Source: an optimization exercise on an open RTL-to-GDS flow (aim: small area and a short achievable clock period). Production flows keep margins and buffers that such runs may drop. Function was checked by simulation only, so behaviour that the tests miss may differ from the original. Power is estimated from default activity; no workload was simulated.

`design/flow/config.mk`:
```
export PLATFORM = sky130hd
export DESIGN_NAME = STDPmodel_4PWL
export DESIGN_NICKNAME = STDPmodel_4PWL
export VERILOG_FILES = /design/flow/design.v
export SDC_FILE = /design/flow/constraint.sdc
export NUM_CORES = 4
export LEC_CHECK = 0
export CAP_MARGIN = 20
export CORE_MARGIN = 2
export CORE_UTILIZATION = 40
export SETUP_SLACK_MARGIN = 4
export SLEW_MARGIN = 20
```
`design/flow/constraint.sdc`:
```
create_clock -name core_clock -period 7.5 [get_ports {clk}]
set_input_delay 1.5000 -clock core_clock [delete_from_list [all_inputs] [get_ports {clk}]]
set_output_delay 1.5000 -clock core_clock [all_outputs]
set_load 0.01 [all_outputs]
```
`design/flow/design.v`:
```
module c_dff
  (clk, reset, active, d, q);
   parameter width = 32;
   parameter offset = 0;
   parameter reset_type = 0;
   parameter [offset:(offset+width)-1] reset_value = {width{1'b0}};
   input clk;
   wire  clk;
   input reset;
   wire  reset;
   input active;
   wire  active;   
   input [offset:(offset+width)-1] d;
   output [offset:(offset+width)-1] q;
   reg [offset:(offset+width)-1] q;
  generate
      case(reset_type)
	0:
	  always @(posedge clk, posedge reset)
	    if(reset)
	      q <= reset_value;
	    else if(active)
	      q <= d;
	1:
	  always @(posedge clk)
	    if(reset)
	      q <= reset_value;
	    else if(active)
	      q <= d;
      endcase 
  endgenerate
endmodule
module STDPmodel_4PWL
(reset, clk, A_pre, A_post, start_replay_phase, W_previous, W_new);
	input reset;
	input clk;
	input A_pre;
	input A_post;
	input start_replay_phase;
	input  [31:0] W_previous;
	output [31:0] W_new;
	reg    [31:0] W_new;
	localparam [31:0] W_MAX = 32'h0020_0000;
	reg [2:0] Count_pre, Count_post;
	always @(posedge clk)
	  if (reset)              Count_pre <= 3'd0;
	  else if (A_pre)         Count_pre <= 3'd6;
	  else if (Count_pre!=0)  Count_pre <= Count_pre - 3'd1;
	always @(posedge clk)
	  if (reset)              Count_post <= 3'd0;
	  else if (A_post)        Count_post <= 3'd6;
	  else if (Count_post!=0) Count_post <= Count_post - 3'd1;
	reg nz;
	always @(posedge clk)
	  nz <= !reset && (A_pre || Count_pre > 3'd1) && (A_post || Count_post > 3'd1);
	wire AdaptW = nz && !reset;
	wire [2:0] Delta_Count = Count_post - Count_pre;
	wire d2 = Delta_Count[2];
	wire [2:0] abs_dc = d2 ? (3'd0 - Delta_Count) : Delta_Count;
	reg AdaptW_2, AdaptW_3, AdaptW_4;
	reg sign_dt_hold, sign_dt_q2, sign_dt_q3, sign_dt_q4;
	wire sign_dt_s1 = AdaptW ? d2 : (AdaptW_4 ? sign_dt_hold : 1'b0);
	always @(posedge clk)
	  if (reset) begin
	    AdaptW_2 <= 1'b0; AdaptW_3 <= 1'b0; AdaptW_4 <= 1'b0;
	    sign_dt_hold <= 1'b0;
	    sign_dt_q2 <= 1'b0; sign_dt_q3 <= 1'b0; sign_dt_q4 <= 1'b0;
	  end else begin
	    AdaptW_2 <= AdaptW; AdaptW_3 <= AdaptW_2; AdaptW_4 <= AdaptW_3;
	    sign_dt_hold <= sign_dt_s1;
	    sign_dt_q2 <= sign_dt_s1; sign_dt_q3 <= sign_dt_q2; sign_dt_q4 <= sign_dt_q3;
	  end
	wire [31:0] ws_in = d2 ? W_previous : (W_MAX - W_previous);
	reg  [31:0] Ws_q1, W_previous_q2, W_previous_q3;
	reg  g1;
	wire [31:0] w_q1  = g1 ? Ws_q1 : (W_MAX - Ws_q1);
	always @(posedge clk)
	  if (nz) begin
	    Ws_q1 <= ws_in;  g1 <= d2;
	    W_previous_q2 <= w_q1;
	    W_previous_q3 <= W_previous_q2;
	  end
	reg v1, v2, v3;
	always @(posedge clk)
	  if (reset) begin
	    v1 <= 1'b0; v2 <= 1'b0; v3 <= 1'b0;
	  end else if (nz) begin
	    v1 <= 1'b1; v2 <= v1; v3 <= v2;
	  end
	wire [3:0]  codeT = {d2, abs_dc};
	reg         sgn2;
	always @(posedge clk) sgn2 <= d2;
	wire [31:0] ws = Ws_q1;
	reg [6:0] seg;
	always @(posedge clk)
	  case (codeT)
	    4'b1001: seg <= 7'b0000001;
	    4'b1010: seg <= 7'b0000010;
	    4'b1011: seg <= 7'b0000100;
	    4'b1100: seg <= 7'b0001000;
	    4'b0001: seg <= 7'b0010000;
	    4'b0010: seg <= 7'b0100000;
	    4'b0011: seg <= 7'b1000000;
	    default: seg <= 7'b0;
	  endcase
	wire z5_1 = (ws[5] & ~ws[6]);
	wire z5_2 = (~ws[5] & ws[6]);
	wire z5_3 = (ws[5] & ws[6]);
	wire z7_1 = (ws[7] & ~ws[8]);
	wire z7_2 = (~ws[7] & ws[8]);
	wire z7_3 = (ws[7] & ws[8]);
	wire z9_1 = (ws[9] & ~ws[10]);
	wire z9_2 = (~ws[9] & ws[10]);
	wire z9_3 = (ws[9] & ws[10]);
	wire z11_1 = (ws[11] & ~ws[12]);
	wire z11_2 = (~ws[11] & ws[12]);
	wire z11_3 = (ws[11] & ws[12]);
	wire z13_1 = (ws[13] & ~ws[14]);
	wire z13_2 = (~ws[13] & ws[14]);
	wire z13_3 = (ws[13] & ws[14]);
	wire z15_1 = (ws[15] & ~ws[16]);
	wire z15_2 = (~ws[15] & ws[16]);
	wire z15_3 = (ws[15] & ws[16]);
	wire z17_1 = (ws[17] & ~ws[18]);
	wire z17_2 = (~ws[17] & ws[18]);
	wire z17_3 = (ws[17] & ws[18]);
	wire z19_1 = (ws[19] & ~ws[20]);
	wire z19_2 = (~ws[19] & ws[20]);
	wire z19_3 = (ws[19] & ws[20]);
	wire z21_1 = (ws[21] & ~ws[22]);
	wire z21_2 = (~ws[21] & ws[22]);
	wire z21_3 = (ws[21] & ws[22]);
	wire z23_1 = (ws[23] & ~ws[24]);
	wire z23_2 = (~ws[23] & ws[24]);
	wire z23_3 = (ws[23] & ws[24]);
	wire z25_1 = (ws[25] & ~ws[26]);
	wire z25_2 = (~ws[25] & ws[26]);
	wire z25_3 = (ws[25] & ws[26]);
	wire z27_1 = (ws[27] & ~ws[28]);
	wire z27_2 = (~ws[27] & ws[28]);
	wire z27_3 = (ws[27] & ws[28]);
	wire z29_1 = (ws[29] & ~ws[30]);
	wire z29_2 = (~ws[29] & ws[30]);
	wire z29_3 = (ws[29] & ws[30]);
	wire z31_1 = ws[31];
	wire z31_3 = (ws[31] & ws[32]);
	wire k0 = seg[4] | seg[5] | seg[6];
	wire k1 = seg[0] | seg[1] | seg[2] | seg[4] | seg[5] | seg[6];
	wire k2 = seg[0] | seg[1] | seg[2];
	wire k3 = seg[3] | seg[4];
	wire k4 = seg[3] | seg[5];
	wire k5 = seg[4] | seg[5];
	wire k6 = seg[0] | seg[1] | seg[2] | seg[5] | seg[6];
	wire k7 = seg[0] | seg[1] | seg[2] | seg[3] | seg[4];
	wire k8 = seg[0] | seg[3] | seg[6];
	wire k9 = seg[1] | seg[3] | seg[5];
	wire k10 = seg[0] | seg[1] | seg[5] | seg[6];
	wire k11 = seg[0] | seg[3] | seg[5] | seg[6];
	wire k12 = seg[3] | seg[4] | seg[5];
	wire k13 = seg[0] | seg[1] | seg[2] | seg[3] | seg[4] | seg[5] | seg[6];
	wire k14 = seg[2] | seg[3] | seg[4];
	wire k15 = seg[1] | seg[3];
	wire k16 = seg[0] | seg[3] | seg[4] | seg[6];
	wire k17 = seg[0] | seg[1] | seg[2] | seg[6];
	wire k18 = seg[0] | seg[1] | seg[2] | seg[3] | seg[4] | seg[5];
	wire k19 = seg[0] | seg[1] | seg[4] | seg[6];
	wire k20 = seg[2] | seg[3] | seg[5] | seg[6];
	wire k21 = seg[0] | seg[2];
	wire k22 = seg[1] | seg[2] | seg[4] | seg[6];
	wire k23 = seg[0] | seg[2] | seg[3] | seg[5] | seg[6];
	wire pp5_0 = (z5_1 & k0) | (z5_2 & k1) | (z5_3 & k2);
	wire pp5_1 = (z5_2 & k0);
	wire pp5_2 = (z5_3 & k0);
	wire pp7_0 = (z7_1 & k3) | (z7_2 & k4) | (z7_3 & k5);
	wire pp7_1 = (z7_1 & k1) | (z7_2 & k3) | (z7_3 & k6);
	wire pp7_2 = (z7_1 & k0) | (z7_2 & k1) | (z7_3 & k7);
	wire pp7_3 = (z7_2 & k0);
	wire pp7_4 = (z7_3 & k0);
	wire pp9_0 = (z9_1 & k8) | (z9_2 & k9) | (z9_3 & k10);
	wire pp9_1 = (z9_1 & k4) | (z9_2 & k8) | (z9_3 & k11);
	wire pp9_2 = (z9_1 & k3) | (z9_2 & k4) | (z9_3 & k12);
	wire pp9_3 = (z9_1 & k1) | (z9_2 & k3) | (z9_3 & k6);
	wire pp9_4 = (z9_1 & k0) | (z9_2 & k1) | (z9_3 & k7);
	wire pp9_5 = (z9_2 & k0);
	wire pp9_6 = (z9_3 & k0);
	wire pp11_0 = (z11_1 & k13) | (z11_2 & k13);
	wire pp11_1 = (z11_1 & k9) | (z11_2 & k13) | (z11_3 & k9);
	wire pp11_2 = (z11_1 & k8) | (z11_2 & k9) | (z11_3 & k14);
	wire pp11_3 = (z11_1 & k4) | (z11_2 & k8) | (z11_3 & k15);
	wire pp11_4 = (z11_1 & k3) | (z11_2 & k4) | (z11_3 & k16);
	wire pp11_5 = (z11_1 & k1) | (z11_2 & k3) | (z11_3 & k17);
	wire pp11_6 = (z11_1 & k0) | (z11_2 & k1) | (z11_3 & k18);
	wire pp11_7 = (z11_2 & k0);
	wire pp11_8 = (z11_3 & k0);
	wire pp13_0 = (z13_1 & k18) | (z13_2 & k19) | (z13_3 & k20);
	wire pp13_1 = (z13_1 & k13) | (z13_2 & k18) | (z13_3 & k19);
	wire pp13_2 = (z13_1 & k13) | (z13_2 & k13) | (z13_3 & k18);
	wire pp13_3 = (z13_1 & k9) | (z13_2 & k13) | (z13_3 & k9);
	wire pp13_4 = (z13_1 & k8) | (z13_2 & k9) | (z13_3 & k14);
	wire pp13_5 = (z13_1 & k4) | (z13_2 & k8) | (z13_3 & k15);
	wire pp13_6 = (z13_1 & k3) | (z13_2 & k4) | (z13_3 & k16);
	wire pp13_7 = (z13_1 & k1) | (z13_2 & k3) | (z13_3 & k17);
	wire pp13_8 = (z13_1 & k0) | (z13_2 & k1) | (z13_3 & k18);
	wire pp13_9 = (z13_2 & k0);
	wire pp13_10 = (z13_3 & k0);
	wire pp15_0 = (z15_1 & k21) | (z15_3 & k21);
	wire pp15_1 = (z15_1 & k19) | (z15_2 & k21) | (z15_3 & k22);
	wire pp15_2 = (z15_1 & k18) | (z15_2 & k19) | (z15_3 & k23);
	wire pp15_3 = (z15_1 & k13) | (z15_2 & k18) | (z15_3 & k19);
	wire pp15_4 = (z15_1 & k13) | (z15_2 & k13) | (z15_3 & k18);
	wire pp15_5 = (z15_1 & k9) | (z15_2 & k13) | (z15_3 & k9);
	wire pp15_6 = (z15_1 & k8) | (z15_2 & k9) | (z15_3 & k14);
	wire pp15_7 = (z15_1 & k4) | (z15_2 & k8) | (z15_3 & k15);
	wire pp15_8 = (z15_1 & k3) | (z15_2 & k4) | (z15_3 & k16);
	wire pp15_9 = (z15_1 & k1) | (z15_2 & k3) | (z15_3 & k17);
	wire pp15_10 = (z15_1 & k0) | (z15_2 & k1) | (z15_3 & k18);
	wire pp15_11 = (z15_2 & k0);
	wire pp15_12 = (z15_3 & k0);
	wire pp17_2 = (z17_1 & k21) | (z17_3 & k21);
	wire pp17_3 = (z17_1 & k19) | (z17_2 & k21) | (z17_3 & k22);
	wire pp17_4 = (z17_1 & k18) | (z17_2 & k19) | (z17_3 & k23);
	wire pp17_5 = (z17_1 & k13) | (z17_2 & k18) | (z17_3 & k19);
	wire pp17_6 = (z17_1 & k13) | (z17_2 & k13) | (z17_3 & k18);
	wire pp17_7 = (z17_1 & k9) | (z17_2 & k13) | (z17_3 & k9);
	wire pp17_8 = (z17_1 & k8) | (z17_2 & k9) | (z17_3 & k14);
	wire pp17_9 = (z17_1 & k4) | (z17_2 & k8) | (z17_3 & k15);
	wire pp17_10 = (z17_1 & k3) | (z17_2 & k4) | (z17_3 & k16);
	wire pp17_11 = (z17_1 & k1) | (z17_2 & k3) | (z17_3 & k17);
	wire pp17_12 = (z17_1 & k0) | (z17_2 & k1) | (z17_3 & k18);
	wire pp17_13 = (z17_2 & k0);
	wire pp17_14 = (z17_3 & k0);
	wire pp19_4 = (z19_1 & k21) | (z19_3 & k21);
	wire pp19_5 = (z19_1 & k19) | (z19_2 & k21) | (z19_3 & k22);
	wire pp19_6 = (z19_1 & k18) | (z19_2 & k19) | (z19_3 & k23);
	wire pp19_7 = (z19_1 & k13) | (z19_2 & k18) | (z19_3 & k19);
	wire pp19_8 = (z19_1 & k13) | (z19_2 & k13) | (z19_3 & k18);
	wire pp19_9 = (z19_1 & k9) | (z19_2 & k13) | (z19_3 & k9);
	wire pp19_10 = (z19_1 & k8) | (z19_2 & k9) | (z19_3 & k14);
	wire pp19_11 = (z19_1 & k4) | (z19_2 & k8) | (z19_3 & k15);
	wire pp19_12 = (z19_1 & k3) | (z19_2 & k4) | (z19_3 & k16);
	wire pp19_13 = (z19_1 & k1) | (z19_2 & k3) | (z19_3 & k17);
	wire pp19_14 = (z19_1 & k0) | (z19_2 & k1) | (z19_3 & k18);
	wire pp19_15 = (z19_2 & k0);
	wire pp19_16 = (z19_3 & k0);
	wire pp21_6 = (z21_1 & k21) | (z21_3 & k21);
	wire pp21_7 = (z21_1 & k19) | (z21_2 & k21) | (z21_3 & k22);
	wire pp21_8 = (z21_1 & k18) | (z21_2 & k19) | (z21_3 & k23);
	wire pp21_9 = (z21_1 & k13) | (z21_2 & k18) | (z21_3 & k19);
	wire pp21_10 = (z21_1 & k13) | (z21_2 & k13) | (z21_3 & k18);
	wire pp21_11 = (z21_1 & k9) | (z21_2 & k13) | (z21_3 & k9);
	wire pp21_12 = (z21_1 & k8) | (z21_2 & k9) | (z21_3 & k14);
	wire pp21_13 = (z21_1 & k4) | (z21_2 & k8) | (z21_3 & k15);
	wire pp21_14 = (z21_1 & k3) | (z21_2 & k4) | (z21_3 & k16);
	wire pp21_15 = (z21_1 & k1) | (z21_2 & k3) | (z21_3 & k17);
	wire pp21_16 = (z21_1 & k0) | (z21_2 & k1) | (z21_3 & k18);
	wire pp21_17 = (z21_2 & k0);
	wire pp21_18 = (z21_3 & k0);
	wire pp23_8 = (z23_1 & k21) | (z23_3 & k21);
	wire pp23_9 = (z23_1 & k19) | (z23_2 & k21) | (z23_3 & k22);
	wire pp23_10 = (z23_1 & k18) | (z23_2 & k19) | (z23_3 & k23);
	wire pp23_11 = (z23_1 & k13) | (z23_2 & k18) | (z23_3 & k19);
	wire pp23_12 = (z23_1 & k13) | (z23_2 & k13) | (z23_3 & k18);
	wire pp23_13 = (z23_1 & k9) | (z23_2 & k13) | (z23_3 & k9);
	wire pp23_14 = (z23_1 & k8) | (z23_2 & k9) | (z23_3 & k14);
	wire pp23_15 = (z23_1 & k4) | (z23_2 & k8) | (z23_3 & k15);
	wire pp23_16 = (z23_1 & k3) | (z23_2 & k4) | (z23_3 & k16);
	wire pp23_17 = (z23_1 & k1) | (z23_2 & k3) | (z23_3 & k17);
	wire pp23_18 = (z23_1 & k0) | (z23_2 & k1) | (z23_3 & k18);
	wire pp23_19 = (z23_2 & k0);
	wire pp23_20 = (z23_3 & k0);
	wire pp25_10 = (z25_1 & k21) | (z25_3 & k21);
	wire pp25_11 = (z25_1 & k19) | (z25_2 & k21) | (z25_3 & k22);
	wire pp25_12 = (z25_1 & k18) | (z25_2 & k19) | (z25_3 & k23);
	wire pp25_13 = (z25_1 & k13) | (z25_2 & k18) | (z25_3 & k19);
	wire pp25_14 = (z25_1 & k13) | (z25_2 & k13) | (z25_3 & k18);
	wire pp25_15 = (z25_1 & k9) | (z25_2 & k13) | (z25_3 & k9);
	wire pp25_16 = (z25_1 & k8) | (z25_2 & k9) | (z25_3 & k14);
	wire pp25_17 = (z25_1 & k4) | (z25_2 & k8) | (z25_3 & k15);
	wire pp25_18 = (z25_1 & k3) | (z25_2 & k4) | (z25_3 & k16);
	wire pp25_19 = (z25_1 & k1) | (z25_2 & k3) | (z25_3 & k17);
	wire pp25_20 = (z25_1 & k0) | (z25_2 & k1) | (z25_3 & k18);
	wire pp25_21 = (z25_2 & k0);
	wire pp25_22 = (z25_3 & k0);
	wire pp27_12 = (z27_1 & k21) | (z27_3 & k21);
	wire pp27_13 = (z27_1 & k19) | (z27_2 & k21) | (z27_3 & k22);
	wire pp27_14 = (z27_1 & k18) | (z27_2 & k19) | (z27_3 & k23);
	wire pp27_15 = (z27_1 & k13) | (z27_2 & k18) | (z27_3 & k19);
	wire pp27_16 = (z27_1 & k13) | (z27_2 & k13) | (z27_3 & k18);
	wire pp27_17 = (z27_1 & k9) | (z27_2 & k13) | (z27_3 & k9);
	wire pp27_18 = (z27_1 & k8) | (z27_2 & k9) | (z27_3 & k14);
	wire pp27_19 = (z27_1 & k4) | (z27_2 & k8) | (z27_3 & k15);
	wire pp27_20 = (z27_1 & k3) | (z27_2 & k4) | (z27_3 & k16);
	wire pp27_21 = (z27_1 & k1) | (z27_2 & k3) | (z27_3 & k17);
	wire pp27_22 = (z27_1 & k0) | (z27_2 & k1) | (z27_3 & k18);
	wire pp27_23 = (z27_2 & k0);
	wire pp27_24 = (z27_3 & k0);
	wire pp29_14 = (z29_1 & k21) | (z29_3 & k21);
	wire pp29_15 = (z29_1 & k19) | (z29_2 & k21) | (z29_3 & k22);
	wire pp29_16 = (z29_1 & k18) | (z29_2 & k19) | (z29_3 & k23);
	wire pp29_17 = (z29_1 & k13) | (z29_2 & k18) | (z29_3 & k19);
	wire pp29_18 = (z29_1 & k13) | (z29_2 & k13) | (z29_3 & k18);
	wire pp29_19 = (z29_1 & k9) | (z29_2 & k13) | (z29_3 & k9);
	wire pp29_20 = (z29_1 & k8) | (z29_2 & k9) | (z29_3 & k14);
	wire pp29_21 = (z29_1 & k4) | (z29_2 & k8) | (z29_3 & k15);
	wire pp29_22 = (z29_1 & k3) | (z29_2 & k4) | (z29_3 & k16);
	wire pp29_23 = (z29_1 & k1) | (z29_2 & k3) | (z29_3 & k17);
	wire pp29_24 = (z29_1 & k0) | (z29_2 & k1) | (z29_3 & k18);
	wire pp29_25 = (z29_2 & k0);
	wire pp29_26 = (z29_3 & k0);
	wire pp31_16 = (z31_1 & k21) | (z31_3 & k21);
	wire pp31_17 = (z31_1 & k19) | (z31_3 & k19);
	wire pp31_18 = (z31_1 & k18) | (z31_3 & k18);
	wire pp31_19 = (z31_1 & k13) | (z31_3 & k13);
	wire pp31_20 = (z31_1 & k13) | (z31_3 & k13);
	wire pp31_21 = (z31_1 & k9) | (z31_3 & k9);
	wire pp31_22 = (z31_1 & k8) | (z31_3 & k8);
	wire pp31_23 = (z31_1 & k4) | (z31_3 & k4);
	wire pp31_24 = (z31_1 & k3) | (z31_3 & k3);
	wire pp31_25 = (z31_1 & k1) | (z31_3 & k1);
	wire pp31_26 = (z31_1 & k0) | (z31_3 & k0);
	wire m_s0 = pp5_2 ^ pp7_2;
	wire m_c0 = pp5_2 & pp7_2;
	wire m_s1 = pp7_3 ^ pp9_3;
	wire m_c1 = pp7_3 & pp9_3;
	wire m_s2 = pp7_4 ^ pp9_4 ^ pp11_4;
	wire m_c2 = (pp7_4 & pp9_4) | (pp7_4 & pp11_4) | (pp9_4 & pp11_4);
	wire m_s3 = pp9_5 ^ pp11_5;
	wire m_c3 = pp9_5 & pp11_5;
	wire m_s4 = pp9_6 ^ pp11_6 ^ pp13_6;
	wire m_c4 = (pp9_6 & pp11_6) | (pp9_6 & pp13_6) | (pp11_6 & pp13_6);
	wire m_s5 = pp11_7 ^ pp13_7;
	wire m_c5 = pp11_7 & pp13_7;
	wire m_s6 = pp11_8 ^ pp13_8 ^ pp15_8;
	wire m_c6 = (pp11_8 & pp13_8) | (pp11_8 & pp15_8) | (pp13_8 & pp15_8);
	wire m_s7 = pp13_9 ^ pp15_9;
	wire m_c7 = pp13_9 & pp15_9;
	wire m_s8 = pp13_10 ^ pp15_10 ^ pp17_10;
	wire m_c8 = (pp13_10 & pp15_10) | (pp13_10 & pp17_10) | (pp15_10 & pp17_10);
	wire m_s9 = pp15_11 ^ pp17_11;
	wire m_c9 = pp15_11 & pp17_11;
	wire m_s10 = pp15_12 ^ pp17_12 ^ pp19_12;
	wire m_c10 = (pp15_12 & pp17_12) | (pp15_12 & pp19_12) | (pp17_12 & pp19_12);
	wire m_s11 = pp17_13 ^ pp19_13;
	wire m_c11 = pp17_13 & pp19_13;
	wire m_s12 = pp17_14 ^ pp19_14 ^ pp21_14;
	wire m_c12 = (pp17_14 & pp19_14) | (pp17_14 & pp21_14) | (pp19_14 & pp21_14);
	wire m_s13 = pp19_15 ^ pp21_15;
	wire m_c13 = pp19_15 & pp21_15;
	wire m_s14 = pp19_16 ^ pp21_16 ^ pp23_16;
	wire m_c14 = (pp19_16 & pp21_16) | (pp19_16 & pp23_16) | (pp21_16 & pp23_16);
	wire m_s15 = pp21_17 ^ pp23_17;
	wire m_c15 = pp21_17 & pp23_17;
	wire m_s16 = pp21_18 ^ pp23_18;
	wire m_c16 = pp21_18 & pp23_18;
	wire m_s17 = pp5_0 ^ pp7_0 ^ pp9_0;
	wire m_c17 = (pp5_0 & pp7_0) | (pp5_0 & pp9_0) | (pp7_0 & pp9_0);
	wire m_s18 = pp5_1 ^ pp7_1 ^ pp9_1;
	wire m_c18 = (pp5_1 & pp7_1) | (pp5_1 & pp9_1) | (pp7_1 & pp9_1);
	wire m_s19 = pp11_1 ^ pp13_1;
	wire m_c19 = pp11_1 & pp13_1;
	wire m_s20 = m_s0 ^ pp9_2 ^ pp11_2;
	wire m_c20 = (m_s0 & pp9_2) | (m_s0 & pp11_2) | (pp9_2 & pp11_2);
	wire m_s21 = pp13_2 ^ pp15_2 ^ pp17_2;
	wire m_c21 = (pp13_2 & pp15_2) | (pp13_2 & pp17_2) | (pp15_2 & pp17_2);
	wire m_s22 = m_s1 ^ pp11_3 ^ pp13_3;
	wire m_c22 = (m_s1 & pp11_3) | (m_s1 & pp13_3) | (pp11_3 & pp13_3);
	wire m_s23 = pp15_3 ^ pp17_3 ^ m_c0;
	wire m_c23 = (pp15_3 & pp17_3) | (pp15_3 & m_c0) | (pp17_3 & m_c0);
	wire m_s24 = m_s2 ^ pp13_4 ^ pp15_4;
	wire m_c24 = (m_s2 & pp13_4) | (m_s2 & pp15_4) | (pp13_4 & pp15_4);
	wire m_s25 = pp17_4 ^ pp19_4 ^ m_c1;
	wire m_c25 = (pp17_4 & pp19_4) | (pp17_4 & m_c1) | (pp19_4 & m_c1);
	wire m_s26 = m_s3 ^ pp13_5 ^ pp15_5;
	wire m_c26 = (m_s3 & pp13_5) | (m_s3 & pp15_5) | (pp13_5 & pp15_5);
	wire m_s27 = pp17_5 ^ pp19_5 ^ m_c2;
	wire m_c27 = (pp17_5 & pp19_5) | (pp17_5 & m_c2) | (pp19_5 & m_c2);
	wire m_s28 = m_s4 ^ pp15_6 ^ pp17_6;
	wire m_c28 = (m_s4 & pp15_6) | (m_s4 & pp17_6) | (pp15_6 & pp17_6);
	wire m_s29 = pp19_6 ^ pp21_6 ^ m_c3;
	wire m_c29 = (pp19_6 & pp21_6) | (pp19_6 & m_c3) | (pp21_6 & m_c3);
	wire m_s30 = m_s5 ^ pp15_7 ^ pp17_7;
	wire m_c30 = (m_s5 & pp15_7) | (m_s5 & pp17_7) | (pp15_7 & pp17_7);
	wire m_s31 = pp19_7 ^ pp21_7 ^ m_c4;
	wire m_c31 = (pp19_7 & pp21_7) | (pp19_7 & m_c4) | (pp21_7 & m_c4);
	wire m_s32 = m_s6 ^ pp17_8 ^ pp19_8;
	wire m_c32 = (m_s6 & pp17_8) | (m_s6 & pp19_8) | (pp17_8 & pp19_8);
	wire m_s33 = pp21_8 ^ pp23_8 ^ m_c5;
	wire m_c33 = (pp21_8 & pp23_8) | (pp21_8 & m_c5) | (pp23_8 & m_c5);
	wire m_s34 = m_s7 ^ pp17_9 ^ pp19_9;
	wire m_c34 = (m_s7 & pp17_9) | (m_s7 & pp19_9) | (pp17_9 & pp19_9);
	wire m_s35 = pp21_9 ^ pp23_9 ^ m_c6;
	wire m_c35 = (pp21_9 & pp23_9) | (pp21_9 & m_c6) | (pp23_9 & m_c6);
	wire m_s36 = m_s8 ^ pp19_10 ^ pp21_10;
	wire m_c36 = (m_s8 & pp19_10) | (m_s8 & pp21_10) | (pp19_10 & pp21_10);
	wire m_s37 = pp23_10 ^ pp25_10 ^ m_c7;
	wire m_c37 = (pp23_10 & pp25_10) | (pp23_10 & m_c7) | (pp25_10 & m_c7);
	wire m_s38 = m_s9 ^ pp19_11 ^ pp21_11;
	wire m_c38 = (m_s9 & pp19_11) | (m_s9 & pp21_11) | (pp19_11 & pp21_11);
	wire m_s39 = pp23_11 ^ pp25_11 ^ m_c8;
	wire m_c39 = (pp23_11 & pp25_11) | (pp23_11 & m_c8) | (pp25_11 & m_c8);
	wire m_s40 = m_s10 ^ pp21_12 ^ pp23_12;
	wire m_c40 = (m_s10 & pp21_12) | (m_s10 & pp23_12) | (pp21_12 & pp23_12);
	wire m_s41 = pp25_12 ^ pp27_12 ^ m_c9;
	wire m_c41 = (pp25_12 & pp27_12) | (pp25_12 & m_c9) | (pp27_12 & m_c9);
	wire m_s42 = m_s11 ^ pp21_13 ^ pp23_13;
	wire m_c42 = (m_s11 & pp21_13) | (m_s11 & pp23_13) | (pp21_13 & pp23_13);
	wire m_s43 = pp25_13 ^ pp27_13 ^ m_c10;
	wire m_c43 = (pp25_13 & pp27_13) | (pp25_13 & m_c10) | (pp27_13 & m_c10);
	wire m_s44 = m_s12 ^ pp23_14 ^ pp25_14;
	wire m_c44 = (m_s12 & pp23_14) | (m_s12 & pp25_14) | (pp23_14 & pp25_14);
	wire m_s45 = pp27_14 ^ pp29_14 ^ m_c11;
	wire m_c45 = (pp27_14 & pp29_14) | (pp27_14 & m_c11) | (pp29_14 & m_c11);
	wire m_s46 = m_s13 ^ pp23_15 ^ pp25_15;
	wire m_c46 = (m_s13 & pp23_15) | (m_s13 & pp25_15) | (pp23_15 & pp25_15);
	wire m_s47 = pp27_15 ^ pp29_15 ^ m_c12;
	wire m_c47 = (pp27_15 & pp29_15) | (pp27_15 & m_c12) | (pp29_15 & m_c12);
	wire m_s48 = m_s14 ^ pp25_16 ^ pp27_16;
	wire m_c48 = (m_s14 & pp25_16) | (m_s14 & pp27_16) | (pp25_16 & pp27_16);
	wire m_s49 = pp29_16 ^ pp31_16 ^ m_c13;
	wire m_c49 = (pp29_16 & pp31_16) | (pp29_16 & m_c13) | (pp31_16 & m_c13);
	wire m_s50 = m_s15 ^ pp25_17 ^ pp27_17;
	wire m_c50 = (m_s15 & pp25_17) | (m_s15 & pp27_17) | (pp25_17 & pp27_17);
	wire m_s51 = pp29_17 ^ pp31_17 ^ m_c14;
	wire m_c51 = (pp29_17 & pp31_17) | (pp29_17 & m_c14) | (pp31_17 & m_c14);
	wire m_s52 = m_s16 ^ pp25_18 ^ pp27_18;
	wire m_c52 = (m_s16 & pp25_18) | (m_s16 & pp27_18) | (pp25_18 & pp27_18);
	wire m_s53 = pp29_18 ^ pp31_18 ^ m_c15;
	wire m_c53 = (pp29_18 & pp31_18) | (pp29_18 & m_c15) | (pp31_18 & m_c15);
	wire m_s54 = pp23_19 ^ pp25_19 ^ pp27_19;
	wire m_c54 = (pp23_19 & pp25_19) | (pp23_19 & pp27_19) | (pp25_19 & pp27_19);
	wire m_s55 = pp29_19 ^ pp31_19 ^ m_c16;
	wire m_c55 = (pp29_19 & pp31_19) | (pp29_19 & m_c16) | (pp31_19 & m_c16);
	wire m_s56 = pp23_20 ^ pp25_20 ^ pp27_20;
	wire m_c56 = (pp23_20 & pp25_20) | (pp23_20 & pp27_20) | (pp25_20 & pp27_20);
	wire m_s57 = pp29_20 ^ pp31_20;
	wire m_c57 = pp29_20 & pp31_20;
	wire m_s58 = pp25_21 ^ pp27_21 ^ pp29_21;
	wire m_c58 = (pp25_21 & pp27_21) | (pp25_21 & pp29_21) | (pp27_21 & pp29_21);
	wire m_s59 = pp25_22 ^ pp27_22;
	wire m_c59 = pp25_22 & pp27_22;
	wire m_s60 = m_s17 ^ pp11_0;
	wire m_c60 = m_s17 & pp11_0;
	wire m_s61 = m_s18 ^ m_s19 ^ pp15_1;
	wire m_c61 = (m_s18 & m_s19) | (m_s18 & pp15_1) | (m_s19 & pp15_1);
	wire m_s62 = m_s20 ^ m_s21 ^ m_c18;
	wire m_c62 = (m_s20 & m_s21) | (m_s20 & m_c18) | (m_s21 & m_c18);
	wire m_s63 = m_s22 ^ m_s23 ^ m_c20;
	wire m_c63 = (m_s22 & m_s23) | (m_s22 & m_c20) | (m_s23 & m_c20);
	wire m_s64 = m_s24 ^ m_s25 ^ m_c22;
	wire m_c64 = (m_s24 & m_s25) | (m_s24 & m_c22) | (m_s25 & m_c22);
	wire m_s65 = m_s26 ^ m_s27 ^ m_c24;
	wire m_c65 = (m_s26 & m_s27) | (m_s26 & m_c24) | (m_s27 & m_c24);
	wire m_s66 = m_s28 ^ m_s29 ^ m_c26;
	wire m_c66 = (m_s28 & m_s29) | (m_s28 & m_c26) | (m_s29 & m_c26);
	wire m_s67 = m_s30 ^ m_s31 ^ m_c28;
	wire m_c67 = (m_s30 & m_s31) | (m_s30 & m_c28) | (m_s31 & m_c28);
	wire m_s68 = m_s32 ^ m_s33 ^ m_c30;
	wire m_c68 = (m_s32 & m_s33) | (m_s32 & m_c30) | (m_s33 & m_c30);
	wire m_s69 = m_s34 ^ m_s35 ^ m_c32;
	wire m_c69 = (m_s34 & m_s35) | (m_s34 & m_c32) | (m_s35 & m_c32);
	wire m_s70 = m_s36 ^ m_s37 ^ m_c34;
	wire m_c70 = (m_s36 & m_s37) | (m_s36 & m_c34) | (m_s37 & m_c34);
	wire m_s71 = m_s38 ^ m_s39 ^ m_c36;
	wire m_c71 = (m_s38 & m_s39) | (m_s38 & m_c36) | (m_s39 & m_c36);
	wire m_s72 = m_s40 ^ m_s41 ^ m_c38;
	wire m_c72 = (m_s40 & m_s41) | (m_s40 & m_c38) | (m_s41 & m_c38);
	wire m_s73 = m_s42 ^ m_s43 ^ m_c40;
	wire m_c73 = (m_s42 & m_s43) | (m_s42 & m_c40) | (m_s43 & m_c40);
	wire m_s74 = m_s44 ^ m_s45 ^ m_c42;
	wire m_c74 = (m_s44 & m_s45) | (m_s44 & m_c42) | (m_s45 & m_c42);
	wire m_s75 = m_s46 ^ m_s47 ^ m_c44;
	wire m_c75 = (m_s46 & m_s47) | (m_s46 & m_c44) | (m_s47 & m_c44);
	wire m_s76 = m_s48 ^ m_s49 ^ m_c46;
	wire m_c76 = (m_s48 & m_s49) | (m_s48 & m_c46) | (m_s49 & m_c46);
	wire m_s77 = m_s50 ^ m_s51 ^ m_c48;
	wire m_c77 = (m_s50 & m_s51) | (m_s50 & m_c48) | (m_s51 & m_c48);
	wire m_s78 = m_s52 ^ m_s53 ^ m_c50;
	wire m_c78 = (m_s52 & m_s53) | (m_s52 & m_c50) | (m_s53 & m_c50);
	wire m_s79 = m_s54 ^ m_s55 ^ m_c52;
	wire m_c79 = (m_s54 & m_s55) | (m_s54 & m_c52) | (m_s55 & m_c52);
	wire m_s80 = m_s56 ^ m_s57 ^ m_c54;
	wire m_c80 = (m_s56 & m_s57) | (m_s56 & m_c54) | (m_s57 & m_c54);
	wire m_s81 = m_s58 ^ pp31_21 ^ m_c56;
	wire m_c81 = (m_s58 & pp31_21) | (m_s58 & m_c56) | (pp31_21 & m_c56);
	wire m_s82 = m_s59 ^ pp29_22 ^ pp31_22;
	wire m_c82 = (m_s59 & pp29_22) | (m_s59 & pp31_22) | (pp29_22 & pp31_22);
	wire m_s83 = pp27_23 ^ pp29_23 ^ pp31_23;
	wire m_c83 = (pp27_23 & pp29_23) | (pp27_23 & pp31_23) | (pp29_23 & pp31_23);
	wire m_s84 = pp27_24 ^ pp29_24;
	wire m_c84 = pp27_24 & pp29_24;
	wire m_s85 = m_s60 ^ pp13_0;
	wire m_c85 = m_s60 & pp13_0;
	wire m_s86 = m_s61 ^ m_c17 ^ m_c60;
	wire m_c86 = (m_s61 & m_c17) | (m_s61 & m_c60) | (m_c17 & m_c60);
	wire m_s87 = m_s62 ^ m_c19 ^ m_c61;
	wire m_c87 = (m_s62 & m_c19) | (m_s62 & m_c61) | (m_c19 & m_c61);
	wire m_s88 = m_s63 ^ m_c21 ^ m_c62;
	wire m_c88 = (m_s63 & m_c21) | (m_s63 & m_c62) | (m_c21 & m_c62);
	wire m_s89 = m_s64 ^ m_c23 ^ m_c63;
	wire m_c89 = (m_s64 & m_c23) | (m_s64 & m_c63) | (m_c23 & m_c63);
	wire m_s90 = m_s65 ^ m_c25 ^ m_c64;
	wire m_c90 = (m_s65 & m_c25) | (m_s65 & m_c64) | (m_c25 & m_c64);
	wire m_s91 = m_s66 ^ m_c27 ^ m_c65;
	wire m_c91 = (m_s66 & m_c27) | (m_s66 & m_c65) | (m_c27 & m_c65);
	wire m_s92 = m_s67 ^ m_c29 ^ m_c66;
	wire m_c92 = (m_s67 & m_c29) | (m_s67 & m_c66) | (m_c29 & m_c66);
	wire m_s93 = m_s68 ^ m_c31 ^ m_c67;
	wire m_c93 = (m_s68 & m_c31) | (m_s68 & m_c67) | (m_c31 & m_c67);
	wire m_s94 = m_s69 ^ m_c33 ^ m_c68;
	wire m_c94 = (m_s69 & m_c33) | (m_s69 & m_c68) | (m_c33 & m_c68);
	wire m_s95 = m_s70 ^ m_c35 ^ m_c69;
	wire m_c95 = (m_s70 & m_c35) | (m_s70 & m_c69) | (m_c35 & m_c69);
	wire m_s96 = m_s71 ^ m_c37 ^ m_c70;
	wire m_c96 = (m_s71 & m_c37) | (m_s71 & m_c70) | (m_c37 & m_c70);
	wire m_s97 = m_s72 ^ m_c39 ^ m_c71;
	wire m_c97 = (m_s72 & m_c39) | (m_s72 & m_c71) | (m_c39 & m_c71);
	wire m_s98 = m_s73 ^ m_c41 ^ m_c72;
	wire m_c98 = (m_s73 & m_c41) | (m_s73 & m_c72) | (m_c41 & m_c72);
	wire m_s99 = m_s74 ^ m_c43 ^ m_c73;
	wire m_c99 = (m_s74 & m_c43) | (m_s74 & m_c73) | (m_c43 & m_c73);
	wire m_s100 = m_s75 ^ m_c45 ^ m_c74;
	wire m_c100 = (m_s75 & m_c45) | (m_s75 & m_c74) | (m_c45 & m_c74);
	wire m_s101 = m_s76 ^ m_c47 ^ m_c75;
	wire m_c101 = (m_s76 & m_c47) | (m_s76 & m_c75) | (m_c47 & m_c75);
	wire m_s102 = m_s77 ^ m_c49 ^ m_c76;
	wire m_c102 = (m_s77 & m_c49) | (m_s77 & m_c76) | (m_c49 & m_c76);
	wire m_s103 = m_s78 ^ m_c51 ^ m_c77;
	wire m_c103 = (m_s78 & m_c51) | (m_s78 & m_c77) | (m_c51 & m_c77);
	wire m_s104 = m_s79 ^ m_c53 ^ m_c78;
	wire m_c104 = (m_s79 & m_c53) | (m_s79 & m_c78) | (m_c53 & m_c78);
	wire m_s105 = m_s80 ^ m_c55 ^ m_c79;
	wire m_c105 = (m_s80 & m_c55) | (m_s80 & m_c79) | (m_c55 & m_c79);
	wire m_s106 = m_s81 ^ m_c57 ^ m_c80;
	wire m_c106 = (m_s81 & m_c57) | (m_s81 & m_c80) | (m_c57 & m_c80);
	wire m_s107 = m_s82 ^ m_c58 ^ m_c81;
	wire m_c107 = (m_s82 & m_c58) | (m_s82 & m_c81) | (m_c58 & m_c81);
	wire m_s108 = m_s83 ^ m_c59 ^ m_c82;
	wire m_c108 = (m_s83 & m_c59) | (m_s83 & m_c82) | (m_c59 & m_c82);
	wire m_s109 = m_s84 ^ pp31_24 ^ m_c83;
	wire m_c109 = (m_s84 & pp31_24) | (m_s84 & m_c83) | (pp31_24 & m_c83);
	wire m_s110 = pp29_25 ^ pp31_25 ^ m_c84;
	wire m_c110 = (pp29_25 & pp31_25) | (pp29_25 & m_c84) | (pp31_25 & m_c84);
	wire m_s111 = pp29_26 ^ pp31_26;
	wire m_c111 = pp29_26 & pp31_26;
	wire [27:0] prod_a = {m_c111, m_s111, m_s110, m_s109, m_s108, m_s107, m_s106, m_s105, m_s104, m_s103, m_s102, m_s101, m_s100, m_s99, m_s98, m_s97, m_s96, m_s95, m_s94, m_s93, m_s92, m_s91, m_s90, m_s89, m_s88, m_s87, m_s86, m_s85};
	wire [27:0] prod_b = {1'b0, m_c110, m_c109, m_c108, m_c107, m_c106, m_c105, m_c104, m_c103, m_c102, m_c101, m_c100, m_c99, m_c98, m_c97, m_c96, m_c95, m_c94, m_c93, m_c92, m_c91, m_c90, m_c89, m_c88, m_c87, m_c86, m_c85, pp15_0};
	reg [27:0] P3a, P3b;
	reg        sgn3;
	always @(posedge clk) begin
	  P3a  <= prod_a;
	  P3b  <= prod_b;
	  sgn3 <= sgn2;
	end
	wire [31:0] base = nz ? (v2 ? W_previous_q2 : 32'd0)
	                      : (v3 ? W_previous_q3 : 32'd0);
	wire [31:0] r = (base ^ {32{sgn3}}) + {4'd0, P3a} + {4'd0, P3b};
	reg  [31:0] WB4;
	always @(posedge clk)
	  WB4 <= r ^ {32{sgn3}};
	wire [31:0] W_B = AdaptW_4 ? WB4 : W_previous;
	always @(posedge clk)
	  if (start_replay_phase && (AdaptW_4 || AdaptW) && W_B[31])
	    W_new <= sign_dt_q4 ? 32'd0 : W_MAX;
	  else if (start_replay_phase && (AdaptW_4 || AdaptW))
	    W_new <= W_B;
	  else
	    W_new <= W_previous;
endmodule
```
`design/flow/run.sh`:
```
#!/bin/bash
# synth_recipe.tcl (not shown) runs the flow's synth.tcl, then flattens the netlist and writes it again
# the make line also repeats each setting of config.mk as NAME=value (left out here)
make -C /OpenROAD-flow-scripts/flow DESIGN_CONFIG=/design/flow/config.mk WORK_HOME=/design/flow/orfs CLKGATE_MAP_FILE= SYNTH_SCRIPT=/design/flow/synth_recipe.tcl finish
```
==> flow_summary.yaml, run 1 <==
outcome:
  status: "timing/DRC/antenna clean"
critical_path:
  r2r_start: "seg[6]"
  cp-end-kind: "register"
  cp.arrival_ps: 4100
  critPathMaxFanout: 6
  timing.rr.end: "P3a[14]"
  startpoint_type: "register"
  r2r_setup_slack_ps: 3910
  rr_worst_depth: 12
  crit_type: "reg -> reg"
  cp.required_ps: 8010
timing:
  skew_ps: 36.09
  slew_headroom_pct: 33.53
  rsz0062_at_grt: "yes"
  tns_ps: 0
  final.period_utilization_pct: 47.89
  fin_crit_ps: 3592
  timing.final.ws_setup_ps: 3908
  worst_pin_slew_ps: 997.1
  setup_violations: 0
  final-hold-violation-count: 0
  max_freq_ghz: 0.2784
  drv_slew: 0
floorplan:
  io_pins: 69
  row_count: 72
  initial_core_util_pct: 40.74
  die_h_um: 202.9
  fp.dieW_um: 202.9
  die-area_um2: 41150
  core-area_um2: 38830
clocking:
  cts_tree: "done"
  hold_buffers: 0
  clk_latency_ps: 570
  clk_pin_slew_ps: 60
  htree_levels: 1
  clock-root-buffer: "clkbuf_16"
  cts.sink_count: 241
  cts_buffer_depth: 3
  numCtsBuffers: 28
worst_hold_path:
  min_path_type: "reg -> reg"
  hp-start: "sgn2"
  hold_depth: 0
  min_to: "sgn3"
route:
  vias: 12870
  drt_pre_antenna_iters: 6
  dr.first_iter.drc_count: 1331
  route.detailed.drc: 0
  routed_wl_mm: 48.12
  via_per_inst: 5.568
  wire_per_inst_um: 20.82
  drt.antenna.violating_nets: 0
power:
  clock_power_share_pct: 14.2
  powerDensity_nw_per_um2: 492.3
  pwr-share-seq_pct: 21.7
  netSwitchingFraction_pct: 45.26
  p_switching_uw: 4299
  p_comb_share_pct: 64.1
  p_int_uw: 5200
  leakage_uw: 0.007811
  peakVddDrop_v: 0.0002836
placed_design:
  dp.final_hpwl_mm: 32.51
  place_congestion: 0.8966
  place_ws_ps: 2974
  numPortBuffers: 68
layout:
  num_antenna_cells: 0
  syn2layout_area_growth_pct: 21.98
  drive_above_1_share_pct: 17.18
  fin_nets: 1986
global_route:
  overflow: 0
  grt_max_degree: 75
  grt_pass1_vias: 12730
  grt_first_pass_wirelength_mm: 73.19
  grt.total_usage_pct: 22.98
  grt_antenna_before_repair: 0
yosys:
  netlist_area_um2: 15820
  syn_avg_cell_area_um2: 9.349
  synthTopCellsByArea: "edfxtp_1 (18%), dfxtp_1 (18%), fa_1 (16%)"
  ys_seq_area_share_pct: 36.64
  ys.warnings.count: 2
  synth_top_cell_area_share_pct: 18.41
  syn_inst: 1692
  synth_flop_cell: "dfxtp_1"
  synth_edf_count: 97
  async_flop_share_pct: 0
  synth_most_common_cell: "nand2_1"
  synth_common_cells: "nand2_1 (201), dfxtp_1 (144), nor2_1 (130)"
  syn-num-nets: 1907
  synth-seq-cells: 241
  yosysTopAreaCell: "edfxtp_1"
  yosys.cell_types.count: 53
flow_run:
  drv_cap: 0
==> how the worst max path moves through the flow <==
| stage | end | start | cells after the start | slack (ps) |
|---|---|---|---|---|
| 6_report | P3a[14] | seg[6] | 12 | 3910 |
| 5_1_grt | P3a[16] | seg[3] | 12 | 3820 |
| 4_1_cts | P3a[16] | seg[5] | 12 | 3930 |
| 3_5_place_dp | P3a[16] | seg[4] | 11 | 2970 |
| 3_3_place_gp | P3a[14] | seg[5] | 11 | 3070 |
| 2_1_floorplan | WB4[21] | nz | 16 | 3350 |
==> layout by cell type (no fill, tap or decap), types with 12 or more instances in the layout <==
cell / synthesis / routed
nand2_1: 201 / 189
inv_2: 0 / 12
and2_1: 20 / 16
ha_1: 54 / 39
o21ai_0: 97 / 77
nor2_1: 130 / 124
o211ai_1: 33 / 33
a21oi_1: 127 / 115
buf_4: 0 / 75
nand2b_1: 12 / 12
clkbuf_16: 0 / 31
nor2b_1: 15 / 14
a31oi_1: 14 / 12
dfxtp_1: 144 / 134
edfxtp_1: 97 / 97
a21o_1: 23 / 23
fa_2: 0 / 14
a22oi_1: 42 / 33
fa_1: 124 / 110
clkdlybuf4s50_1: 0 / 64
a22o_1: 14 / 14
xor2_1: 66 / 66
xnor2_1: 83 / 78
inv_1: 119 / 107
nor3_1: 32 / 27
==> critical path, cell delays in order (launching register included) <==
cell and delay (ps):
dfxtp_4 370, or3_4 400, nor3_4 240, buf_6 160, o21ai_2 70, nand2_1 80, o21ai_2 80, fa_2 490
fa_2 540, inv_2 40, fa_2 520, inv_2 40, fa_2 500
==> power groups by stage <==
| stage | Clock [µW] | Sequential [µW] | Combinational (µW) |
|---|---|---|---|
| finish | 1340 | 2070 | 6090 |
| floorplan | 0 | 1960 | 3920 |
| CTS | 1370 | 2070 | 5600 |
| global placement | 0 | 2100 | 5070 |
| global route | 1420 | 2100 | 6740 |
| detailed placement | 0 | 2100 | 5190 |
==> registers in the layout, summed over array words and instances (netlist names), 7 cells and up <==
| register | flops |
|---|---|
| P3a | 28 |
| P3b | 27 |
| WB4 | 32 |
| W_new | 32 |
| W_previous_q2 | 32 |
| W_previous_q3 | 32 |
| Ws_q1 | 32 |
| seg | 7 |
==> cell families (layout without fill, tap and decap cells) <==
family	Yosys count	after routing	share of synthesized area, %
AND/OR/NAND/NOR	485	490	13.88
AO/OA/AOI/OAI	398	398	15.35
flip-flops	241	241	36.64
buffers and inverters	238	334	5.703
adder cells (fa/ha/maj)	178	178	19.97
XOR/XNOR	149	149	8.250
multiplexers	3	3	0.2057
==> layer usage <==
metal	GRT usage [%]	part of all wire, %	vias up
met5	0	0	-
li1	-	-	5902
met3	3.563	7.3	103
met1	30.77	41	6291
met4	9.385	4.1	0
met2	37.26	47	572
==> what timing repair did <==
item                       4_1_cts  5_1_grt
gates resized for setup         84       77
buffers inserted                47       26
pin swaps                       27       61
setup endpoints to repair       77       58
cloned                           7        1
==> cell type report <==
class                           count  area [µm²]
Multi-Input combinational cell   1218        9894
Sequential cell                   241        5828
Clock buffer                       33       793.3
Clock inverter                     19       123.9
Tap cell                          518       648.1
Inverter                          119       446.7
Fill cell                        3571       19530
Timing Repair Buffer              163        1560
==> through the flow <==
| stage | util (%) | hold WS [ps] | cells | total power, µW | cell area, µm² |
|---|---|---|---|---|---|
| after floorplan | - | 309.6 | 1692 | 5873 | 16130 |
| after global placement | 43.89 | 311.1 | 2178 | 7169 | 17040 |
| after detailed placement | 43.92 | 313.1 | 2178 | 7291 | 17050 |
| after CTS | 48.37 | 326.4 | 2284 | 9038 | 18780 |
| after global routing | 49.69 | 332.7 | 2311 | 10260 | 19290 |
| final | 49.69 | 325.2 | 2311 | 9499 | 19290 |
==> inputs of run 2 (changes only) <==
--- a/design/flow/config.mk
+++ b/design/flow/config.mk
@@ -8,5 +8,5 @@
 export CAP_MARGIN = 20
 export CORE_MARGIN = 2
 export CORE_UTILIZATION = 40
-export SETUP_SLACK_MARGIN = 4
+export SETUP_SLACK_MARGIN = 3.0
 export SLEW_MARGIN = 20
==> flow_summary.yaml, run 2 <==
route:
  drt_pre_antenna_iters: 5
  routed_wl_mm: 45.55
  route.detailed.drc: 0
  drt.antenna.violating_nets: 0
  vias: 12330
  wire_per_inst_um: 20.42
  via_per_inst: 5.529
  dr.first_iter.drc_count: 1182
global_route:
  grt.total_usage_pct: 22.24
  gr-usage-met3_pct: 2.520
  met2_usage_pct: 36.53
  grt_pass1_vias: 12140
  top_usage_layer: "met2"
  grt_antenna_before_repair: 0
  use_met1_pct: 30.97
  grt_max_degree: 67
  grt_first_pass_wirelength_mm: 71.05
  overflow: 0
timing:
  final-hold-violation-count: 0
  tns_ps: 0
  drv_slew: 0
  setup_violations: 0
  max_freq_ghz: 0.2301
  final.period_utilization_pct: 57.94
  skew_ps: 41.05
  slew_headroom_pct: 30.43
  worst_pin_slew_ps: 1042
  rsz0062_at_grt: "no"
  fin_crit_ps: 4345
floorplan:
  initial_core_util_pct: 40.74
  fp.dieW_um: 202.9
  die_h_um: 202.9
  core-area_um2: 38830
  die-area_um2: 41150
  row_count: 72
  io_pins: 69
critical_path:
  cp-end-kind: "register"
  crit_type: "reg -> reg"
  cp.required_ps: 7900
  startpoint_type: "register"
  crit_path_start: "seg[2]"
  timing.rr.end: "P3a[16]"
  cp.arrival_ps: 4740
  critPathMaxFanout: 22
  r2r_setup_slack_ps: 3150
  r2r_start: "seg[2]"
  rr_worst_depth: 13
yosys:
  synth_flop_cell: "dfxtp_1"
  synth-simple-area-share_pct: 13.88
  synth-seq-cells: 241
  yosys.cell_types.count: 53
  ys.warnings.count: 2
  synth_top_cell_area_share_pct: 18.41
  synth_most_common_cell: "nand2_1"
  muxShareOfSynthArea_pct: 0.2057
  yosysTopAreaCell: "edfxtp_1"
  ys_seq_area_share_pct: 36.64
  synthXorXnorAreaFrac_pct: 8.250
  synth_compound_area_share_pct: 15.35
  syn_avg_cell_area_um2: 9.349
  synth_fa_ha_area_share_pct: 19.97
  syn_inst: 1692
  synthTopCellsByArea: "edfxtp_1 (18%), dfxtp_1 (18%), fa_1 (16%)"
  syn-num-nets: 1907
  netlist_area_um2: 15820
  synth_top_family_by_area: "adder cells"
  async_flop_share_pct: 0
  synth_common_cells: "nand2_1 (201), dfxtp_1 (144), nor2_1 (130)"
  synth_edf_count: 97
worst_hold_path:
  min_to: "sgn3"
  min_path_type: "reg -> reg"
  hp-start: "sgn2"
  hold_depth: 0
layout:
  final_common_cell: "nand2_1"
  drive_above_1_share_pct: 5.666
  fillCellCount: 3686
  num_antenna_cells: 0
  seqCellArea_um2: 5803
  fin_nets: 1907
  syn2layout_area_growth_pct: 12.77
  multi_input_area_um2: 9216
  stdcell_area_um2: 17840
  layout.cells.most_common_list: "nand2_1 (199), dfxtp_1 (142), nor2_1 (128), a21oi_1 (126), fa_1 (124)"
power:
  powerDensity_nw_per_um2: 477.6
  peakVddDrop_v: 0.0002034
  leakage_uw: 0.007267
  power.total_uw: 8520
clocking:
  cts_buffer_depth: 3
  clock-root-buffer: "clkbuf_16"
  hold_buffers: 0
  clk_pin_slew_ps: 60
  clk_latency_ps: 560
  numCtsBuffers: 26
  htree_levels: 1
  cts.sink_count: 241
  cts_tree: "done"
placed_design:
  numPortBuffers: 68
  dpl_cell_area_um2: 16920
  place_congestion: 0.8746
  dp.final_hpwl_mm: 33.78
outcome:
  status: "timing/DRC/antenna clean"
flow_run:
  drv_cap: 0
-- run 2: cell types whose count changed in the layout (fill, tap and decap cells not counted), moves of 14 or more --
cell     delta
o21ai_0    +20
ha_1       +15
buf_4      -54
fa_1       +14
fa_2       -14
-- run 2: what timing repair did --
item,4_1_cts,5_1_grt
resized for setup,7,6
endpoints found under the setup margin,32,26
setup buffers,0,1
-- run 2: worst max path at each step --
| stage | to | slack, ps | cells past startpoint |
|---|---|---|---|
| after global placement | WB4[22] | 2660 | 12 |
| after global routing | P3b[11] | 3000 | 13 |
| after detailed placement | WB4[22] | 2480 | 12 |
| after CTS | P3a[16] | 3000 | 13 |
| after floorplan | WB4[25] | 3070 | 16 |
| final | P3a[16] | 3150 | 13 |
-- run 2: layout make-up --
cell class | count | share of cell area, %
inverter | 119 | 2.504
clock buffer | 36 | 3.914
multi-input combinational | 1213 | 51.67
timing repair buffer | 91 | 4.917
tap | 518 | 3.634
clock inverter | 12 | 0.8277
sequential | 241 | 32.53
-- run 2: routing by layer --
layer / wire length, µm / vias up
met5: 0 / -
met4: 1347 / 0
li1: - / 5726
met2: 21130 / 462
met3: 2915 / 91
met1: 20150 / 6051
-- run 2: cell families after synthesis --
| logic type | Yosys count |
|---|---|
| adders and majority gates | 178 |
| AOI/OAI and AO/OA | 398 |
| and+or+nand+nor | 485 |
| buffers and inverters | 238 |
| muxes | 3 |
| DFF | 241 |
| xor gates and xnor gates | 149 |
-- run 2: stage by stage --
stage               utilization [%]  setup WS, ps  std cells  hold slack, ps
floorplan                         -          3069       1692           309.6
global placement              43.52          2660       2181           312.9
detailed placement            43.57          2481       2181           317.6
CTS                           45.79          3002       2229           334.7
global route                  45.94          3003       2230           333.8
finish                        45.94          3155       2230           335.2
-- run 2: power by group --
group,switching (µW),internal [µW],leakage (µW),total (µW)
sequential,294,1810,0.00212,2100
clock,526,755,0.000414,1280
combinational,3050,2090,0.00473,5140
-- run 2: worst max-delay path: stages (launching register included) --
cell	delay, ps
dfxtp_1	380
or2_2	530
nor2_2	300
nand2_2	250
nand2_1	180
o21ai_0	110
nand2_1	100
o21ai_0	130
fa_1	520
fa_1	570
inv_1	60
fa_1	530
inv_1	60
fa_1	490
==> inputs of run 3 (changes only) <==
--- a/design/flow/config.mk
+++ b/design/flow/config.mk
@@ -5,6 +5,7 @@
 export SDC_FILE = /design/flow/constraint.sdc
 export NUM_CORES = 4
 export LEC_CHECK = 0
+export ABC_CLOCK_PERIOD_IN_PS = 3500
 export CAP_MARGIN = 20
 export CORE_MARGIN = 2
 export CORE_UTILIZATION = 40
==> flow_summary.yaml, run 3 <==
yosys:
  syn_avg_cell_area_um2: 9.349
  synthTopCellsByArea: "edfxtp_1 (18%), dfxtp_1 (18%), fa_1 (16%)"
  synth_flop_cell: "dfxtp_1"
  syn_inst: 1692
  synth_common_cells: "nand2_1 (201), dfxtp_1 (144), nor2_1 (130)"
  yosysTopAreaCell: "edfxtp_1"
  async_flop_share_pct: 0
  ys.warnings.count: 2
  ys_seq_area_share_pct: 36.64
  synth_most_common_cell: "nand2_1"
  yosys.cell_types.count: 53
  synth-seq-cells: 241
  netlist_area_um2: 15820
  synth_edf_count: 97
  syn-num-nets: 1907
  synth_top_cell_area_share_pct: 18.41
worst_hold_path:
  min_to: "sgn3"
  min_path_type: "reg -> reg"
  hp-start: "sgn2"
  hold_depth: 0
layout:
  drive_above_1_share_pct: 5.666
  fin_nets: 1907
  fin_util_pct: 45.94
  num_antenna_cells: 0
  layout.cells.most_common_list: "nand2_1 (199), dfxtp_1 (142), nor2_1 (128), a21oi_1 (126), fa_1 (124)"
  final_common_cell: "nand2_1"
  syn2layout_area_growth_pct: 12.77
clocking:
  htree_levels: 1
  clk_latency_ps: 560
  numCtsBuffers: 26
  clock-root-buffer: "clkbuf_16"
  clk_pin_slew_ps: 60
  cts_tree: "done"
  cts.sink_count: 241
  cts_buffer_depth: 3
route:
  drt_pre_antenna_iters: 5
  dr.first_iter.drc_count: 1182
  drt.antenna.violating_nets: 0
  via_per_inst: 5.529
  wire_per_inst_um: 20.42
  vias: 12330
  routed_wl_mm: 45.55
  route.detailed.drc: 0
timing:
  final-hold-violation-count: 0
  skew_ps: 41.05
  max_freq_ghz: 0.2301
  tns_ps: 0
  rsz0062_at_grt: "no"
  worst_pin_slew_ps: 1042
  fin_crit_ps: 4345
  setup_violations: 0
  slew_headroom_pct: 30.43
  holdWs_ps: 335.2
  final.period_utilization_pct: 57.94
  drv_slew: 0
critical_path:
  crit_type: "reg -> reg"
  rr_worst_depth: 13
  r2r_setup_slack_ps: 3150
  cp_top_family: "adder cells"
  cp.required_ps: 7900
  cp.arrival_ps: 4740
  slowest_stage: "fa_1"
  critPathMaxFanout: 22
  cpPeakStageDelay_ps: 570
  worst_path_most_repeated_cell: "fa_1"
  startpoint_type: "register"
  worst-path-buf-inv: 2
  path_cells: "or2_2 -> nor2_2 -> nand2_2 -> nand2_1 -> o21ai_0 -> nand2_1 -> o21ai_0 -> fa_1 -> fa_1 -> inv_1 -> fa_1 -> inv_1 -> fa_1"
  cp-end-kind: "register"
  timing.rr.end: "P3a[16]"
  r2r_start: "seg[2]"
global_route:
  grt.total_usage_pct: 22.24
  overflow: 0
  grt_max_degree: 67
  grt_first_pass_wirelength_mm: 71.05
  grt_pass1_vias: 12140
  grt_antenna_before_repair: 0
floorplan:
  fp.dieW_um: 202.9
  die-area_um2: 41150
  io_pins: 69
  core-area_um2: 38830
  die_h_um: 202.9
  initial_core_util_pct: 40.74
  row_count: 72
placed_design:
  numPortBuffers: 68
  dp.final_hpwl_mm: 33.78
  place_congestion: 0.8746
outcome:
  status: "timing/DRC/antenna clean"
power:
  leakage_uw: 0.007267
  powerDensity_nw_per_um2: 477.6
  peakVddDrop_v: 0.0002034
flow_run:
  drv_cap: 0
==> run 3: cell counts after synthesis <==
Identical to the previous run, type by type.
==> run 3: final cells by class <==
class	instances	area, µm²
Clock inverter	12	147.6
Multi-Input combinational cell	1213	9216
Clock buffer	36	698.2
Sequential cell	241	5803
Inverter	119	446.7
Timing Repair Buffer	91	877.1
Fill cell	3686	20990
Tap cell	518	648.1
==> run 3: what timing repair did <==
item	CTS	global route
endpoints found under the setup margin	32	26
hold buffers	0	0
setup buffers	0	1
pin swaps	0	0
resized for setup	7	6
gates cloned	0	0
==> run 3: power by group <==
| part | switching, µW | internal, µW | total [µW] |
|---|---|---|---|
| logic | 3050 | 2090 | 5140 |
| clock network | 526 | 755 | 1280 |
| registers | 294 | 1810 | 2100 |
==> run 3: kinds of logic (layout without fill, tap and decap cells) <==
family | count (synthesis) | in the layout | share of synthesized area, %
compound gates | 398 | 398 | 15.35
fa+ha+maj | 178 | 178 | 19.97
flops | 241 | 241 | 36.64
xor+xnor | 149 | 149 | 8.250
simple gates | 485 | 485 | 13.88
mux | 3 | 3 | 0.2057
buf+inv | 238 | 258 | 5.703
==> run 3: metal layers <==
layer / global-route usage, % / up-vias / wire, µm
met1: 30.97 / 6051 / 20150
met3: 2.520 / 91 / 2915
met4: 6.595 / 0 / 1347
met2: 36.53 / 462 / 21130
met5: 0 / - / 0
li1: - / 5726 / -
==> run 3: worst max path at each step <==
stage                start  endpoint  slack [ps]  cells after the start
floorplan               nz   WB4[25]        3070                     16
global placement        nz   WB4[22]        2660                     12
detailed placement      nz   WB4[22]        2480                     12
CTS                 seg[2]   P3a[16]        3000                     13
global route        seg[4]   P3b[11]        3000                     13
finish              seg[2]   P3a[16]        3150                     13
==> run 3: stage by stage <==
stage               total power, µW  setup slack [ps]  instance area, µm²  cells
detailed placement             7226              2481               16920   2181
global route                   9270              3003               17840   2230
floorplan                      5702              3069               15830   1692
global placement               7089              2660               16900   2181
CTS                            8538              3002               17780   2229
finish                         8520              3155               17840   2230

[port drivers added, routing unchanged]
No port has a modelled driver above. Below, the same layouts with a new extraction and two added sets of constraints.
Step 1 (the two cells are an assumption about what drives the block):
set clk [get_ports {clk}]
set_driving_cell -lib_cell sky130_fd_sc_hd__clkbuf_16 $clk
set_driving_cell -lib_cell sky130_fd_sc_hd__buf_2 [delete_from_list [all_inputs] $clk]
Step 2 moves the port delays by t, midway between the first and last clock arrival at a register: inputs arrive t later, outputs are due t later. That takes back most of the time a late clock gives input paths.
a / b / c = ideal / step 1 / step 2; a / b = the first two.
run | t, ns | setup WS [ns] | cell pins on the clock port's net
run 1 | 0.603 | 3.908 / 3.908 / 3.556 | 1
run 2 | 0.593 | 3.155 / 3.155 / 2.951 | 1
run 3 | 0.593 | 3.155 / 3.155 / 2.951 | 1
After both steps every run listed still meets setup and hold. The setup slack of run 1, which loses most, moves by 0.000 ns with the drivers and by -0.352 ns with both steps.
